This design comes from an exercise in tuning for small area on the open sky130 flow, not from production work.
No activity file was given, so power comes from the tool's default toggle rates.

== job 104 ==
==> flow/design.v (excerpt) <==
module datapath_proc (clk, resetn, imem_addr, imem_data, dmem_addr, dmem_re, dmem_rdata,
                      wb_en, wb_addr, wb_data);
    input clk, resetn;
    output [15:0] imem_addr;
    input [15:0] imem_data;
    output [15:0] dmem_addr;
    output dmem_re;
    input [15:0] dmem_rdata;
    output wb_en;
    output [2:0] wb_addr;
    output [15:0] wb_data;
    reg [15:0] pc;
    reg [15:0] ir_id;
    always @(posedge clk)
        ir_id <= imem_data & {16{resetn}};
    wire [3:0] op = ir_id[15:12];
    wire [1:0] cz = ir_id[1:0];
    wire c_add = (op == 4'b0000);
    wire c_adi = (op == 4'b0001);
    wire c_nd  = (op == 4'b0010);
    wire c_lhi = (op == 4'b0011);
    wire c_lw  = (op == 4'b0100);
    wire z_rd, c_rd;             
    wire we_id = (c_add | c_nd) ? ((cz == 2'b00) | ((cz == 2'b01) & z_rd) | ((cz == 2'b10) & c_rd))
                                : (c_adi | c_lw | c_lhi);
    reg [11:0] f_rd;
    reg [1:0]  k_rd;
    reg        lw_rd, we_rd;
    always @(posedge clk) begin
        f_rd <= ir_id[11:0];
        k_rd <= (c_adi | c_lw) ? 2'd1 : c_nd ? 2'd2 : c_add ? 2'd0 : 2'd3;
        lw_rd <= resetn & c_lw;
        we_rd <= resetn & we_id;
    end
    reg [15:0] rf [0:6];
    wire [2:0] ra = f_rd[11:9];
    wire [2:0] rb = f_rd[8:6];
    wire [2:0] rc = f_rd[5:3];
    wire [15:0] a = (ra == 3'd7) ? pc : rf[ra];
    wire [15:0] b = (rb == 3'd7) ? pc : rf[rb];
    wire [15:0] opb = (k_rd == 2'd1) ? {10'b0, f_rd[5:0]} : b;
    wire [16:0] sum = a + opb;
    wire [15:0] alu = (k_rd == 2'd2) ? ~(a & b) : sum[15:0];
  ...
For scale: about 850 cells after synthesis, ~87 I/O pins.
Settings: LEC_CHECK=0, CAP_MARGIN=5, CORE_MARGIN=2, CORE_UTILIZATION=65, PLACE_DENSITY=0.75, SLEW_MARGIN=5; clock period 6.0 ns.
standard.sh (not shown) runs the stock make flow with config.mk's settings and CLKGATE_MAP_FILE= SYNTH_SCRIPT=/design/flow/synth_recipe.tcl, a recipe that flattens the netlist after the stock synthesis.
==> flow/flow/run.sh <==
#!/bin/bash
# Own layout flow: the standard ORFS flow (standard.sh) with area-minded settings.
#  * synthesis: the standard script, but ABC maps the logic for area (flip-flops are
#    mapped by dfflibmap before ABC, so registers keep their names and cells);
#  * port buffers are buf_1;
#  * CTS uses small clock buffers and no dummy loads.
# Each tool's output goes to a log file of its own here; ORFS's logs are under orfs/logs.
set -euo pipefail
W=$(pwd)
rm -rf "$W/scripts_area"
cp -r "$FLOW_HOME/scripts" "$W/scripts_area"
cp "$W/flow/abc_area.script" "$W/scripts_area/abc_speed.script"
export SCRIPTS_DIR="$W/scripts_area"
export SYNTH_OPERATIONS_ARGS="-noshare"
export RECOVER_POWER=100
export BUFFER_PORTS_ARGS="-buffer_cell sky130_fd_sc_hd__buf_1"
export CTS_ARGS="-sink_clustering_enable -repair_clock_nets -dont_use_dummy_load -buf_list {sky130_fd_sc_hd__clkbuf_2 sky130_fd_sc_hd__clkbuf_4 sky130_fd_sc_hd__clkbuf_8} -sink_clustering_buffer sky130_fd_sc_hd__clkbuf_8 -root_buf sky130_fd_sc_hd__clkbuf_4 -sink_clustering_size 16 -sink_clustering_max_diameter 60"
bash standard.sh synth > "$W/synth.log" 2>&1
bash standard.sh > "$W/layout.log" 2>&1
==> flow/flow/abc_area.script <==
strash
&get -n
&st
&dch
&nf -a
&put
Job 104: full flow OK, the timing, DRC and antenna checks passed
Input-level comparison between job 102 and job 104:
diff --git a/flow/flow/run.sh b/flow/flow/run.sh
--- a/flow/flow/run.sh
+++ b/flow/flow/run.sh
@@ -14,3 +14,2 @@
 export SYNTH_OPERATIONS_ARGS="-noshare"
-export RECOVER_POWER=100
 export BUFFER_PORTS_ARGS="-buffer_cell sky130_fd_sc_hd__buf_1"
Findings:
- Total power: job 102 vs job 104, no meaningful difference
- Job 104 → job 102: clock network area share held steady, via count now smaller, proportion of final cell area spent on non-clock buffers essentially unchanged, die outline area held.
- The setup clock skew after layout of job 102 and that of job 104 are within noise of each other.
- Comparing job 104 with job 102, the power drawn by the sequential cells came out essentially unchanged.
- Between job 104 and job 102, fmax is higher for job 104, job 102 comes in under that.
- Reported for job 104 and job 102, per-instance average area after synthesis turned out identical to the last digit.
- Diff job 104 -> job 102: post-route minimum period rose 0.020 ns, proportion of synthesized area in mux cells about even.
Function was not checked in any run of this note: the RTL went through the layout flow alone.

========
== xenon ==
The RTL this note starts from:
==> flow/design.v <==
module datapath_proc (clk, resetn, imem_addr, imem_data, dmem_addr, dmem_re, dmem_rdata,
                      wb_en, wb_addr, wb_data);
    input clk, resetn;
    output [15:0] imem_addr;
    input [15:0] imem_data;
    output [15:0] dmem_addr;
    output dmem_re;
    input [15:0] dmem_rdata;
    output wb_en;
    output [2:0] wb_addr;
    output [15:0] wb_data;
    reg [15:0] pc;
    reg [15:0] ir_id;
    always @(posedge clk)
        ir_id <= imem_data & {16{resetn}};
    wire [3:0] op = ir_id[15:12];
    wire [1:0] cz = ir_id[1:0];
    wire c_add = (op == 4'b0000);
    wire c_adi = (op == 4'b0001);
    wire c_nd  = (op == 4'b0010);
    wire c_lhi = (op == 4'b0011);
    wire c_lw  = (op == 4'b0100);
    wire z_rd, c_rd;             
    wire we_id = (c_add | c_nd) ? ((cz == 2'b00) | ((cz == 2'b01) & z_rd) | ((cz == 2'b10) & c_rd))
                                : (c_adi | c_lw | c_lhi);
    reg [11:0] f_rd;
    reg [1:0]  k_rd;
    reg        lw_rd, we_rd;
    always @(posedge clk) begin
        f_rd <= ir_id[11:0];
        k_rd <= (c_adi | c_lw) ? 2'd1 : c_nd ? 2'd2 : c_add ? 2'd0 : 2'd3;
        lw_rd <= resetn & c_lw;
        we_rd <= resetn & we_id;
    end
    reg [15:0] rf [0:6];
    wire [2:0] ra = f_rd[11:9];
    wire [2:0] rb = f_rd[8:6];
    wire [2:0] rc = f_rd[5:3];
    wire [15:0] a = (ra == 3'd7) ? pc : rf[ra];
    wire [15:0] b = (rb == 3'd7) ? pc : rf[rb];
    wire [15:0] opb = (k_rd == 2'd1) ? {10'b0, f_rd[5:0]} : b;
    wire [16:0] sum = a + opb;
    wire [15:0] alu = (k_rd == 2'd2) ? ~(a & b) : sum[15:0];
    wire        kconst = (k_rd == 2'd3);
    assign z_rd = kconst | (alu == 16'h0000);
    assign c_rd = (k_rd[1] == 1'b0) & sum[16];
    wire [15:0] res_rd = kconst ? {f_rd[8:0], 7'b0} : alu;
    wire [2:0]  dst_rd = kconst ? ra : (k_rd == 2'd1) ? rb : rc;
    reg [15:0] res_ex, res_mem;
    reg [2:0]  dst_ex, dst_mem;
    reg        we_ex, we_mem, lw_ex, lw_mem;
    always @(posedge clk) begin
        res_ex <= res_rd;
        dst_ex <= dst_rd;
        we_ex  <= resetn & we_rd;
        lw_ex  <= resetn & lw_rd;
        res_mem <= res_ex;
        dst_mem <= dst_ex;
        we_mem  <= resetn & we_ex;
        lw_mem  <= resetn & lw_ex;
    end
    assign dmem_addr = res_mem;
    assign dmem_re = lw_mem;
    wire lw_g = lw_mem & resetn;
    wire al_g = ~lw_mem & resetn;
    wire [15:0] wd_g = ({16{lw_g}} & dmem_rdata) | ({16{al_g}} & res_mem);
    genvar gi;
    generate
        for (gi = 0; gi < 7; gi = gi + 1) begin : g_rf
            wire ld = we_mem & (dst_mem == gi);
            wire hold = resetn & ~ld;
            always @(posedge clk)
                rf[gi] <= ({16{ld}} & wd_g) | ({16{hold}} & rf[gi]);
        end
    endgenerate
    wire [15:0] pc_inc = pc + 16'd1;
    always @(posedge clk)
        if ((we_mem & (dst_mem == 3'd7)) | ~resetn) pc <= wd_g;
        else pc <= pc_inc;
    reg [15:0] wbd;
    reg [2:0]  wba;
    reg        wbe;
    always @(posedge clk) begin
        wbd <= wd_g;
        wba <= dst_mem;
        wbe <= resetn & we_mem;
    end
    assign imem_addr = pc;
    assign wb_en = wbe;
    assign wb_addr = wba;
    assign wb_data = wbd;
endmodule
==> flow/config.mk <==
export PLATFORM = sky130hd
export DESIGN_NAME = datapath_proc
export DESIGN_NICKNAME = datapath_proc
export VERILOG_FILES = /design/flow/design.v
export SDC_FILE = /design/flow/constraint.sdc
export NUM_CORES = 4
export LEC_CHECK = 0
export CAP_MARGIN = 5
export CORE_MARGIN = 2
export CORE_UTILIZATION = 65
export PLACE_DENSITY = 0.75
export SLEW_MARGIN = 5
==> flow/constraint.sdc <==
create_clock -name core_clock -period 6.0 [get_ports {clk}]
set_input_delay 1.2000 -clock core_clock [delete_from_list [all_inputs] [get_ports {clk}]]
set_output_delay 1.2000 -clock core_clock [all_outputs]
set_load 0.01 [all_outputs]
==> flow/flow/run.sh <==
#!/bin/bash
# Own layout flow: the standard ORFS flow (standard.sh) with area-minded settings.
#  * synthesis: the standard script, but ABC maps the logic for area (flip-flops are
#    mapped by dfflibmap before ABC, so registers keep their names and cells);
#  * port buffers are buf_1;
#  * CTS uses small clock buffers and no dummy loads.
# Each tool's output goes to a log file of its own here; ORFS's logs are under orfs/logs.
set -euo pipefail
W=$(pwd)
rm -rf "$W/scripts_area"
cp -r "$FLOW_HOME/scripts" "$W/scripts_area"
cp "$W/flow/abc_area.script" "$W/scripts_area/abc_speed.script"
export SCRIPTS_DIR="$W/scripts_area"
export SYNTH_OPERATIONS_ARGS="-noshare"
export DONT_USE_CELLS="sky130_fd_sc_hd__buf_4 sky130_fd_sc_hd__buf_6 sky130_fd_sc_hd__buf_8 sky130_fd_sc_hd__buf_12 sky130_fd_sc_hd__buf_16"
export BUFFER_PORTS_ARGS="-buffer_cell sky130_fd_sc_hd__buf_1"
export CTS_ARGS="-sink_clustering_enable -repair_clock_nets -dont_use_dummy_load -buf_list {sky130_fd_sc_hd__clkbuf_2 sky130_fd_sc_hd__clkbuf_4 sky130_fd_sc_hd__clkbuf_8} -sink_clustering_buffer sky130_fd_sc_hd__clkbuf_8 -root_buf sky130_fd_sc_hd__clkbuf_4 -sink_clustering_size 16 -sink_clustering_max_diameter 60"
bash standard.sh synth > "$W/synth.log" 2>&1
bash standard.sh > "$W/layout.log" 2>&1
Scripts as last shown in full above: flow/flow/abc_area.script
No stage failed in xenon, and the final checks on the layout all came back clean.
The following lists how delta was set up differently from xenon:
Settings: a change of CORE_UTILIZATION from 65 to 75; a change of PLACE_DENSITY from 0.75 to 0.85.
diff --git a/flow/flow/run.sh b/flow/flow/run.sh
--- a/flow/flow/run.sh
+++ b/flow/flow/run.sh
@@ -13,5 +13,4 @@
 export SCRIPTS_DIR="$W/scripts_area"
 export SYNTH_OPERATIONS_ARGS="-noshare"
-export DONT_USE_CELLS="sky130_fd_sc_hd__buf_4 sky130_fd_sc_hd__buf_6 sky130_fd_sc_hd__buf_8 sky130_fd_sc_hd__buf_12 sky130_fd_sc_hd__buf_16"
 export BUFFER_PORTS_ARGS="-buffer_cell sky130_fd_sc_hd__buf_1"
 export CTS_ARGS="-sink_clustering_enable -repair_clock_nets -dont_use_dummy_load -buf_list {sky130_fd_sc_hd__clkbuf_2 sky130_fd_sc_hd__clkbuf_4 sky130_fd_sc_hd__clkbuf_8} -sink_clustering_buffer sky130_fd_sc_hd__clkbuf_8 -root_buf sky130_fd_sc_hd__clkbuf_4 -sink_clustering_size 16 -sink_clustering_max_diameter 60"
==> comparison <==
xenon reached the end of the flow, and the finished layout is clean on the timing, DRC and antenna checks. delta: PASS, flow complete, no timing, DRC or antenna violations. Compared with xenon, delta shows count of routing violations after the opening detailed-route iteration that has gone up by more than a quarter. Cmp xenon and delta / total power / lower: xenon. Total half-perimeter wirelength after legalization and detailed placement (delta over xenon): increase, about 0.6%. Compared with xenon, number of global-route vias before repair in delta increased by a few percent. The higher part of the cycle the worst path needs came out of delta. Compared with xenon, critical path depth in delta decreased by a little under 10%. Between xenon and delta, the difference in area of the multi-input gates is negligible. Min cell area across xenon and delta: delta.
No run of this note included a check of the RTL's function; only the layout flow was run.

port drivers added, routing unchanged:
How much do the figures lean on ideal ports? The routed layouts below were timed once more, with nothing changed but the port constraints.
Step 1 (the two cells are an assumption about what drives the block):
set clk [get_ports {clk}]
set_driving_cell -lib_cell sky130_fd_sc_hd__clkbuf_16 $clk
set_driving_cell -lib_cell sky130_fd_sc_hd__buf_2 [delete_from_list [all_inputs] $clk]
Step 2 moves the port delays by t, midway between the first and last clock arrival at a register: inputs arrive t later, outputs are due t later. That takes back most of the time a late clock gives input paths.
Three values: ideal ports, drivers, drivers and shift; two values: the first two.
| run | t (ns) | slack for setup (ns) | worst hold slack (ns) | worst data-port slew with drivers (ns) |
|---|---|---|---|---|
| job 104 | 0.649 | 0.573 / 0.573 / 0.573 | 0.335 / 0.335 / 0.335 | 0.03 |
| job 102 | 0.650 | 0.553 / 0.553 / 0.553 | 0.335 / 0.335 / 0.335 | 0.03 |
| xenon | 0.650 | 0.553 / 0.553 / 0.553 | 0.335 / 0.335 / 0.335 | 0.03 |
| delta | 0.650 | 0.397 / 0.397 / 0.397 | 0.331 / 0.331 / 0.331 | 0.04 |
After both steps every run listed still meets setup and hold.
